Background: an optimization exercise with open tools, aiming at a short achievable clock period. Do not read the settings as production practice.
Function was checked by simulation only, so behaviour that the tests miss may differ from the original.
The clock port is modelled as an ideal driver, which makes a skipped or thinned clock tree look cheaper than it is; a real chip needs a root buffer or a tree.
Power and IR drop assume default switching activity.

==> inputs of job 3863 <==
// la_1_32_sync_ft245
module la_1_32_sync_ft245
   (
    input         clk,
    input         rst,
    input  [7:0]  ft_data_i,
    output [7:0]  ft_data_o,
    output        ft_data_oe,
    input         ft_rxf_n,
    input         ft_txe_n,
    output        ft_rd_n,
    output        ft_wr_n,
    output        ft_oe_n,
    output        ft_siwu,
    input  [31:0] chn,
    output        wr,
    output [3:0]  dbg);
localparam [31:0] CFG_WORD=32'h3C020720;  
localparam [7:0]  C_TX_LAST=8'd249;       
localparam        DEPTH=128;
integer i;
reg  s_nidle, s_wr1, s_wr2, s_read, s_rold, s_ar1, s_write, s_wold;
wire s_idle=~s_nidle;
reg        ft_txe_r, ft_rxf_r;
reg  [7:0] rx_data_r;
reg  [7:0] rx_old0, rx_old1;
reg  [1:0] rx_valid_old;
reg        rx_valid;
reg  [7:0] rx_data;
reg        ld_mask, ld_value, ld_edge, rx_cmd;
reg  [1:0] ft_rd_old;
reg  [7:0] tx_old0, tx_old1, tx_old2;
reg  [2:0] tx_valid_old;
reg  [1:0] ft_wr_old;
reg        write_failed;
reg  [1:0] old_counter;
reg        tx_read_old;
reg  [7:0] tx_data_r;
reg        rd_n_r, wr_n_r, oe_n_r, oe_r, wr_r;
reg        oe_i;
reg  [7:0] tx_data_i;
reg  [7:0]       fifo[0:DEPTH-1];
reg  [7:0]       diff;      
reg  [DEPTH:0]   pos;       
reg  [DEPTH/8-1:0] grp;     
reg              avail_r;   
reg              full_r;    
reg  [DEPTH/8-1:0] shift_g;  
reg              re_r;      
reg              we_r;      
reg  [7:0]       datai_r;   
reg  [7:0]       dpop;      
reg          busy_r;
reg  [3:1]   cnt_oh;    
reg          cnt_nz;    
wire [3:0]   cnt_c={cnt_oh, ~cnt_nz};
reg          tw_r;
reg  [31:0]  txd_r, in_d_hold;
wire [31:0]  in_d_sh=tw_r ? txd_r : in_d_hold;
reg          start_r, start_acq_r, cfg_src_r;
reg  [7:0]   cnt_tx;
reg  [1:0]   cnt_rx;
reg  [7:0]   trg_mask, trg_value, trg_edge;
reg          n_lvl;
reg          n_mask0, n_k_nochg, n_k_chg;
reg  [31:0]  acq_data_r;
reg          cdiv;
reg          np_r;      
  ...
Settings: LEC_CHECK=0, ABC_CLOCK_PERIOD_IN_PS=1500, CAP_MARGIN=20, CORE_MARGIN=2, CORE_UTILIZATION=40, SETUP_SLACK_MARGIN=2.3, SLEW_MARGIN=20, SYNTH_HIERARCHICAL=1, TNS_END_PERCENT=100; clock period 4.0 ns.
standard.sh (not shown) runs the stock make flow with config.mk's settings and CLKGATE_MAP_FILE= SYNTH_SCRIPT=/design/flow/synth_recipe.tcl, a recipe that flattens the netlist after the stock synthesis.
==> flow/flow/run.sh <==
#!/bin/bash
# Standard layout (the standard.sh), with two changes:
#  * the port buffers that placement inserts are buf_4 cells (ORFS picks a
#    slow delay buffer, clkdlybuf4s50_1, by default);
#  * the clock tree: ORFS's cts.tcl sources flow/pre_cts.tcl (PRE_CTS_TCL),
#    which replaces clock_tree_synthesis by a two-level balanced tree.
# standard.sh's output is in standard.log; each ORFS step keeps its own log
# under orfs/logs.
set -euo pipefail
export PRE_CTS_TCL="$(pwd)/flow/pre_cts.tcl"
export BUFFER_PORTS_ARGS="-buffer_cell sky130_fd_sc_hd__buf_4"
bash standard.sh > standard.log 2>&1
Other scripts of this flow, unchanged in this note and not shown: flow/flow/pre_cts.tcl
==> job 4606 (differences from job 3863) <==
--- a/flow/design.v
+++ b/flow/design.v
@@ -1,58 +1,21 @@
 module LA_Change
    (
     input  [31:0]  chn_i,        
     input  [31:0]  acq_i,        
-    output         nochange_o);  
-wire [31:0] d;
-wire [15:0] n1;
-wire [7:0]  o2;
-wire [3:0]  n3;
-wire [1:0]  o4;
-genvar i;
-generate
-for (i=0; i<32; i=i+1)
-   begin : l1
-   LA_Xor2 g (.a_i(chn_i[i]), .b_i(acq_i[i]), .y_o(d[i]));
-   end
-for (i=0; i<16; i=i+1)
-   begin : l2
-   LA_Nor2 g (.a_i(d[2*i]), .b_i(d[2*i+1]), .y_o(n1[i]));
-   end
-for (i=0; i<8; i=i+1)
-   begin : l3
-   LA_Nand2 g (.a_i(n1[2*i]), .b_i(n1[2*i+1]), .y_o(o2[i]));
-   end
-for (i=0; i<4; i=i+1)
-   begin : l4
-   LA_Nor2 g (.a_i(o2[2*i]), .b_i(o2[2*i+1]), .y_o(n3[i]));
-   end
-for (i=0; i<2; i=i+1)
-   begin : l5
-   LA_Nand2 g (.a_i(n3[2*i]), .b_i(n3[2*i+1]), .y_o(o4[i]));
-   end
-endgenerate
-LA_Nor2 l6 (.a_i(o4[0]), .b_i(o4[1]), .y_o(nochange_o));
-endmodule  
-module LA_Xor2 (input a_i, input b_i, output y_o);
-assign y_o=a_i ^ b_i;
-endmodule  
-module LA_Nor2 (input a_i, input b_i, output y_o);
-assign y_o=~(a_i | b_i);
-endmodule  
-module LA_Nand2 (input a_i, input b_i, output y_o);
-assign y_o=~(a_i & b_i);
+    output         change_o);    
+assign change_o=|(acq_i ^ chn_i);
 endmodule  
 module LA_Select
   #(parameter N=1)
    (
-    input          nochange_i,
+    input          change_i,
     input  [N-1:0] nx_chg_i,     
     input  [N-1:0] nx_nochg_i,   
     output [N-1:0] nx_o);
-assign nx_o=nochange_i ? nx_nochg_i : nx_chg_i;
+assign nx_o=change_i ? nx_chg_i : nx_nochg_i;
 endmodule  
 module la_1_32_sync_ft245
    (
     input         clk,
     input         rst,
     input  [7:0]  ft_data_i,
@@ -74,15 +37,12 @@
 reg  s_nidle, s_wr1, s_wr2, s_read, s_rold, s_ar1, s_write, s_wold;
 wire s_idle=~s_nidle;
 reg        ft_txe_r, ft_rxf_r;
 reg  [7:0] rx_data_r;
 reg  [7:0] rx_old0, rx_old1;
 reg  [1:0] rx_valid_old;
-reg        rx_valid;
-reg  [7:0] rx_data;
-reg        ld_mask, ld_value, ld_edge, rx_cmd;
 reg  [1:0] ft_rd_old;
 reg  [7:0] tx_old0, tx_old1, tx_old2;
 reg  [2:0] tx_valid_old;
 reg  [1:0] ft_wr_old;
 reg        write_failed;
 reg  [1:0] old_counter;
@@ -105,26 +65,27 @@
 reg          busy_r;
 reg  [3:1]   cnt_oh;    
 reg          cnt_nz;    
 wire [3:0]   cnt_c={cnt_oh, ~cnt_nz};
 reg          tw_r;
 reg  [31:0]  txd_r, in_d_hold;
-wire [31:0]  in_d_sh=tw_r ? txd_r : in_d_hold;
+wire [31:0]  in_d_r=tw_r ? txd_r : in_d_hold;
 reg          start_r, start_acq_r, cfg_src_r;
 reg  [7:0]   cnt_tx;
 reg  [1:0]   cnt_rx;
 reg  [7:0]   trg_mask, trg_value, trg_edge;
 reg          n_lvl;
 reg          n_mask0, n_k_nochg, n_k_chg;
 reg  [31:0]  acq_data_r;
 reg          cdiv;
 reg          np_r;      
 wire rx_pending=|rx_valid_old;
 wire ft_read_ok=ft_rd_old[1] & ft_rxf_r;
-wire rx_valid_c=(s_read & ft_read_ok) | (s_rold & rx_valid_old[1]);
-wire rx_shift=(ft_read_ok & ~rx_valid_c) | s_rold;
+wire rx_valid=(s_read & ft_read_ok) | (s_rold & rx_valid_old[1]);
+wire [7:0] rx_data=s_rold ? rx_old1 : rx_data_r;
+wire rx_shift=(ft_read_ok & ~rx_valid) | s_rold;
 wire old_end=old_counter==2'd2;
 wire idle_tx=s_idle & ~rx_pending & ~ft_rxf_r & ft_txe_r;
 wire go_rold=s_idle & rx_pending;
 wire go_wr1=s_idle & ~rx_pending & ft_rxf_r;
 wire go_wold=idle_tx & write_failed;
 wire go_write=idle_tx & ~write_failed & avail_r;
@@ -137,13 +98,12 @@
 wire n_rold=go_rold | (s_rold & rx_pending);
 wire n_nidle=n_wr1 | n_wr2 | n_read | n_ar1 | n_write | n_wold | n_rold;
 wire ft_rd=s_wr2 | s_read;
 wire ft_oe=s_wr1 | s_wr2 | s_read;
 wire ft_wr=(s_write & ft_txe_r) | (s_wold & tx_valid_old[2]);
 wire [1:0] nx_rx_valid_old=rx_shift ? {rx_valid_old[0], ft_read_ok} : rx_valid_old;
-wire       nx_rx_valid=(n_read & ft_rd_old[0] & ~ft_rxf_n) | (n_rold & nx_rx_valid_old[1]);
 wire nx_write_failed=(s_wold & old_end) ? 1'b0 :
                      (write_failed | (ft_wr_old[1] & ~ft_txe_r) | (tx_read_old & ~ft_txe_r));
 wire re=re_r;
 wire we=we_r;
 wire inc=we & ~re;
 wire dec=re & ~we;
@@ -199,17 +159,18 @@
 end
 wire last=cnt_c[3] & ~full_r;
 wire [31:0] tx_data_o=cfg_src_r ? CFG_WORD : acq_data_r;
 wire mask0=~n_mask0;
 wire trig_nochg=mask0 | (~n_lvl & ~n_k_nochg);
 wire trig_chg  =mask0 | (~n_lvl & ~n_k_chg);
-wire [7:0] nx_mask =ld_mask  ? rx_data : trg_mask;
-wire [7:0] nx_value=ld_value ? rx_data : trg_value;
-wire [7:0] nx_edge =ld_edge  ? rx_data : trg_edge;
+wire [7:0] nx_mask =(rx_valid && cnt_rx==2'd0) ? rx_data : trg_mask;
+wire [7:0] nx_value=(rx_valid && cnt_rx==2'd1) ? rx_data : trg_value;
+wire [7:0] nx_edge =(rx_valid && cnt_rx==2'd2) ? rx_data : trg_edge;
 wire p_r=~np_r;
 wire next_data=p_r & start_r & ~cfg_src_r;
+wire rx_cmd=rx_valid & (cnt_rx==2'd3);
 wire [7:0] nx_lvl_new=~nx_mask |
                       ({nx_value[7:1] ~^ chn[7:1], nx_value[0] ~^ chn[0]} &
                        ~{nx_edge[7:1], 1'b0});
 wire [7:0] nx_lvl_old=~nx_mask |
                       ({nx_value[7:1] ~^ acq_data_r[7:1], nx_value[0] ~^ acq_data_r[0]} &
                        ~{nx_edge[7:1], 1'b0});
@@ -221,13 +182,26 @@
 wire [3:0] cnt0=adv ? {cnt_c[2:0], cnt_c[3]} : cnt_c;
 wire tx_full0=busy_r & (full_r ? ~(cnt_c[3] & re) :
                                  (~cnt_c[3] & (~cnt_c[2] | (~re & pos[DEPTH-1]))));
 wire start0=rx_cmd ? rx_data[0] : start_r;
 wire p0=~tx_full0 & ~nx_cdiv;
 wire wr0=p0 & start0 & ~nx_cfg_src;
-wire [7:0] byte0=adv ? in_d_sh[15:8] : in_d_sh[7:0];
+reg [7:0] byte_hold, byte_adv;
+always @*
+begin
+  byte_hold=({8{cnt_c[0]}} & in_d_hold[7:0])   | ({8{cnt_c[1]}} & in_d_hold[15:8]) |
+            ({8{cnt_c[2]}} & in_d_hold[23:16]) | ({8{cnt_c[3]}} & in_d_hold[31:24]);
+  byte_adv =({8{cnt_c[3]}} & in_d_hold[7:0])   | ({8{cnt_c[0]}} & in_d_hold[15:8]) |
+            ({8{cnt_c[1]}} & in_d_hold[23:16]) | ({8{cnt_c[2]}} & in_d_hold[31:24]);
+  if (tw_r)
+     begin
+     byte_hold=txd_r[7:0];
+     byte_adv=txd_r[15:8];
+     end
+end
+wire [7:0] byte0=(busy_r & ~full_r) ? byte_adv : byte_hold;
 function [26:0] la_next;
   input trg;
   reg       t_wr, n_start, n_start_acq, n_busy;
   reg [7:0] n_cnt_tx;
   begin
   t_wr=p_r & (start_acq_r | (start_r & trg));
@@ -266,19 +240,19 @@
            t_wr ? tx_data_o[7:0] : byte0};
   end
 endfunction
 wire [26:0] la_nx_t1=la_next(1'b1);
 wire [26:0] la_nx_t0=la_next(1'b0);
 wire [26:0] la_nx;
-wire no_change;
+wire any_change;
 LA_Change chg
-   (.chn_i(chn), .acq_i(acq_data_r), .nochange_o(no_change));
+   (.chn_i(chn), .acq_i(acq_data_r), .change_o(any_change));
 wire [26:0] la_nx_chg=trig_chg ? la_nx_t1 : la_nx_t0;
 wire [26:0] la_nx_nochg=trig_nochg ? la_nx_t1 : la_nx_t0;
 LA_Select #(.N(27)) trg_sel
-   (.nochange_i(no_change), .nx_chg_i(la_nx_chg), .nx_nochg_i(la_nx_nochg),
+   (.change_i(any_change), .nx_chg_i(la_nx_chg), .nx_nochg_i(la_nx_nochg),
     .nx_o(la_nx));
 wire       tx_wr=la_nx[26];
 wire       nx_start=la_nx[25];
 wire       nx_start_acq=la_nx[24];
 wire [7:0] nx_cnt_tx=la_nx[23:16];
 wire       nx_busy=la_nx[15];
@@ -306,12 +280,13 @@
      tw_r        <= 1'b0;
      cdiv        <= 1'b0;
      np_r        <= 1'b0;
      busy_r      <= 1'b0;
      cnt_oh      <= 3'b0;
      cnt_nz      <= 1'b0;
+     acq_data_r  <= 32'b0;
      we_r        <= 1'b0;
      end
   else
      begin
      start_r     <= nx_start;
      start_acq_r <= nx_start_acq;
@@ -329,25 +304,20 @@
      trg_edge  <= nx_edge;
      n_lvl     <= next_data ? ~(&nx_lvl_new) : ~(&nx_lvl_old);
      n_mask0   <= nx_mask!=8'b0;
      n_k_nochg <= nx_mask[0] & nx_edge[0];
      n_k_chg   <= nx_mask[0] & (nx_edge[0] ^ (|nx_edge));
      tw_r      <= tx_wr;
+     if (next_data)
+        acq_data_r <= chn;
      end
 end
 always @(posedge clk)
 begin
-  if (rst)
-     acq_data_r <= 32'b0;
-  else if (next_data)
-     acq_data_r <= chn;
-end
-always @(posedge clk)
-begin
   txd_r     <= tx_data_o;
-  in_d_hold <= adv ? {8'b0, in_d_sh[31:8]} : in_d_sh;
+  in_d_hold <= in_d_r;
   datai_r <= nx_datai;
 end
 always @(posedge clk or posedge rst)
 begin
   if (rst)
      begin
@@ -364,18 +334,12 @@
      tx_data_i    <= 8'b0;
      ft_rxf_r     <= 1'b0;
      rx_data_r    <= 8'b0;
      rx_old0      <= 8'b0;
      rx_old1      <= 8'b0;
      rx_valid_old <= 2'b0;
-     rx_valid     <= 1'b0;
-     rx_data      <= 8'b0;
-     ld_mask      <= 1'b0;
-     ld_value     <= 1'b0;
-     ld_edge      <= 1'b0;
-     rx_cmd       <= 1'b0;
      ft_rd_old    <= 2'b0;
      ft_wr_old    <= 2'b0;
      tx_read_old  <= 1'b0;
      re_r         <= 1'b0;
      shift_g      <= {DEPTH/8{1'b0}};
      tx_old0      <= 8'b0;
@@ -397,19 +361,12 @@
      s_wold  <= n_wold;
      ft_txe_r  <= ~ft_txe_n;
      oe_i      <= ~(n_wr1 | n_wr2 | n_read | n_ar1);
      tx_data_i <= s_wold ? tx_old2 : dpop;
      ft_rxf_r  <= ~ft_rxf_n;
      rx_data_r <= oe_i ? tx_data_i : ft_data_i;
-     rx_valid  <= nx_rx_valid;
-     rx_data   <= n_rold ? (rx_shift ? rx_old0 : rx_old1) :
-                           (oe_i ? tx_data_i : ft_data_i);
-     ld_mask   <= nx_rx_valid & (~rx_valid | cnt_rx==2'd3);
-     ld_value  <= nx_rx_valid & rx_valid & cnt_rx==2'd0;
-     ld_edge   <= nx_rx_valid & rx_valid & cnt_rx==2'd1;
-     rx_cmd    <= nx_rx_valid & rx_valid & cnt_rx==2'd2;
      if (rx_shift)
         begin
         rx_old1      <= rx_old0;
         rx_old0      <= rx_data_r;
         rx_valid_old <= {rx_valid_old[0], ft_read_ok};
         end
==> run notes <==
Initial core utilization: job 3863 0.4016; job 4606 0.4033
Instance area after placement: job 3863 0.06222 mm^2; job 4606 0.06201 mm^2
DRT Wirelength: job 3863 150.4 mm; job 4606 148.6 mm
Sequential cell area: job 3863 0.03097 mm^2; job 4606 0.03111 mm^2
Portion of total power attributed to the clock network: job 3863 0.275; job 4606 0.246
Post-synthesis adder-cell area fraction: job 3863 0.001645; job 4606 0.001655
Per-cell routed wire length: job 3863 18.23 um; job 4606 18.09 um
Seq_cells: job 3863 1455; job 4606 1442
Routed met3 length: job 3863 4.840 mm; job 4606 4.637 mm
Placer Congestion: job 3863 0.7873; job 4606 0.7769
Share of Yosys cell area claimed by the top area cell type: job 3863 0.3727; job 4606 0.3538
Met3 track demand over resource in global routing: job 3863 0.01021; job 4606 0.01526
Chip Width: job 3863 394.1 um; job 4606 392.8 um
Net total in the final layout: job 3863 6273; job 4606 6247
Wire length the detailed router placed on met1: job 3863 73.15 mm; job 4606 70.91 mm
Result of the run: job 3863 timing/DRC/antenna clean; job 4606 timing/DRC/antenna clean
No run of this note takes its clock network from TritonCTS; it comes from the design's own scripts or RTL.

afterwards: timing with drivers on the ports:
Ports are ideal in the flow. The routed layouts listed here were re-timed in OpenROAD.
Step 1 (the two cells are an assumption about what drives the block):
set clk [get_ports {clk}]
set_driving_cell -lib_cell sky130_fd_sc_hd__clkbuf_16 $clk
set_driving_cell -lib_cell sky130_fd_sc_hd__buf_2 [delete_from_list [all_inputs] $clk]
Step 2 moves the port delays by t, midway between the first and last clock arrival at a register: inputs arrive t later, outputs are due t later. That takes back most of the time a late clock gives input paths.
a / b / c = ideal / step 1 / step 2; a / b = the first two.
run | t (ns) | slack for setup (ns) | worst register clock-pin slew, ns | cell pins on the clock port's net
job 3863 | 0.686 | 2.102 / 2.038 / 1.548 | 0.08 / 0.08 | 4
job 4606 | 0.691 | 1.773 / 1.773 / 1.471 | 0.09 / 0.09 | 4
After both steps every run listed still meets setup and hold. The setup slack of job 3863, which loses most, moves by -0.064 ns with the drivers and by -0.554 ns with both steps.
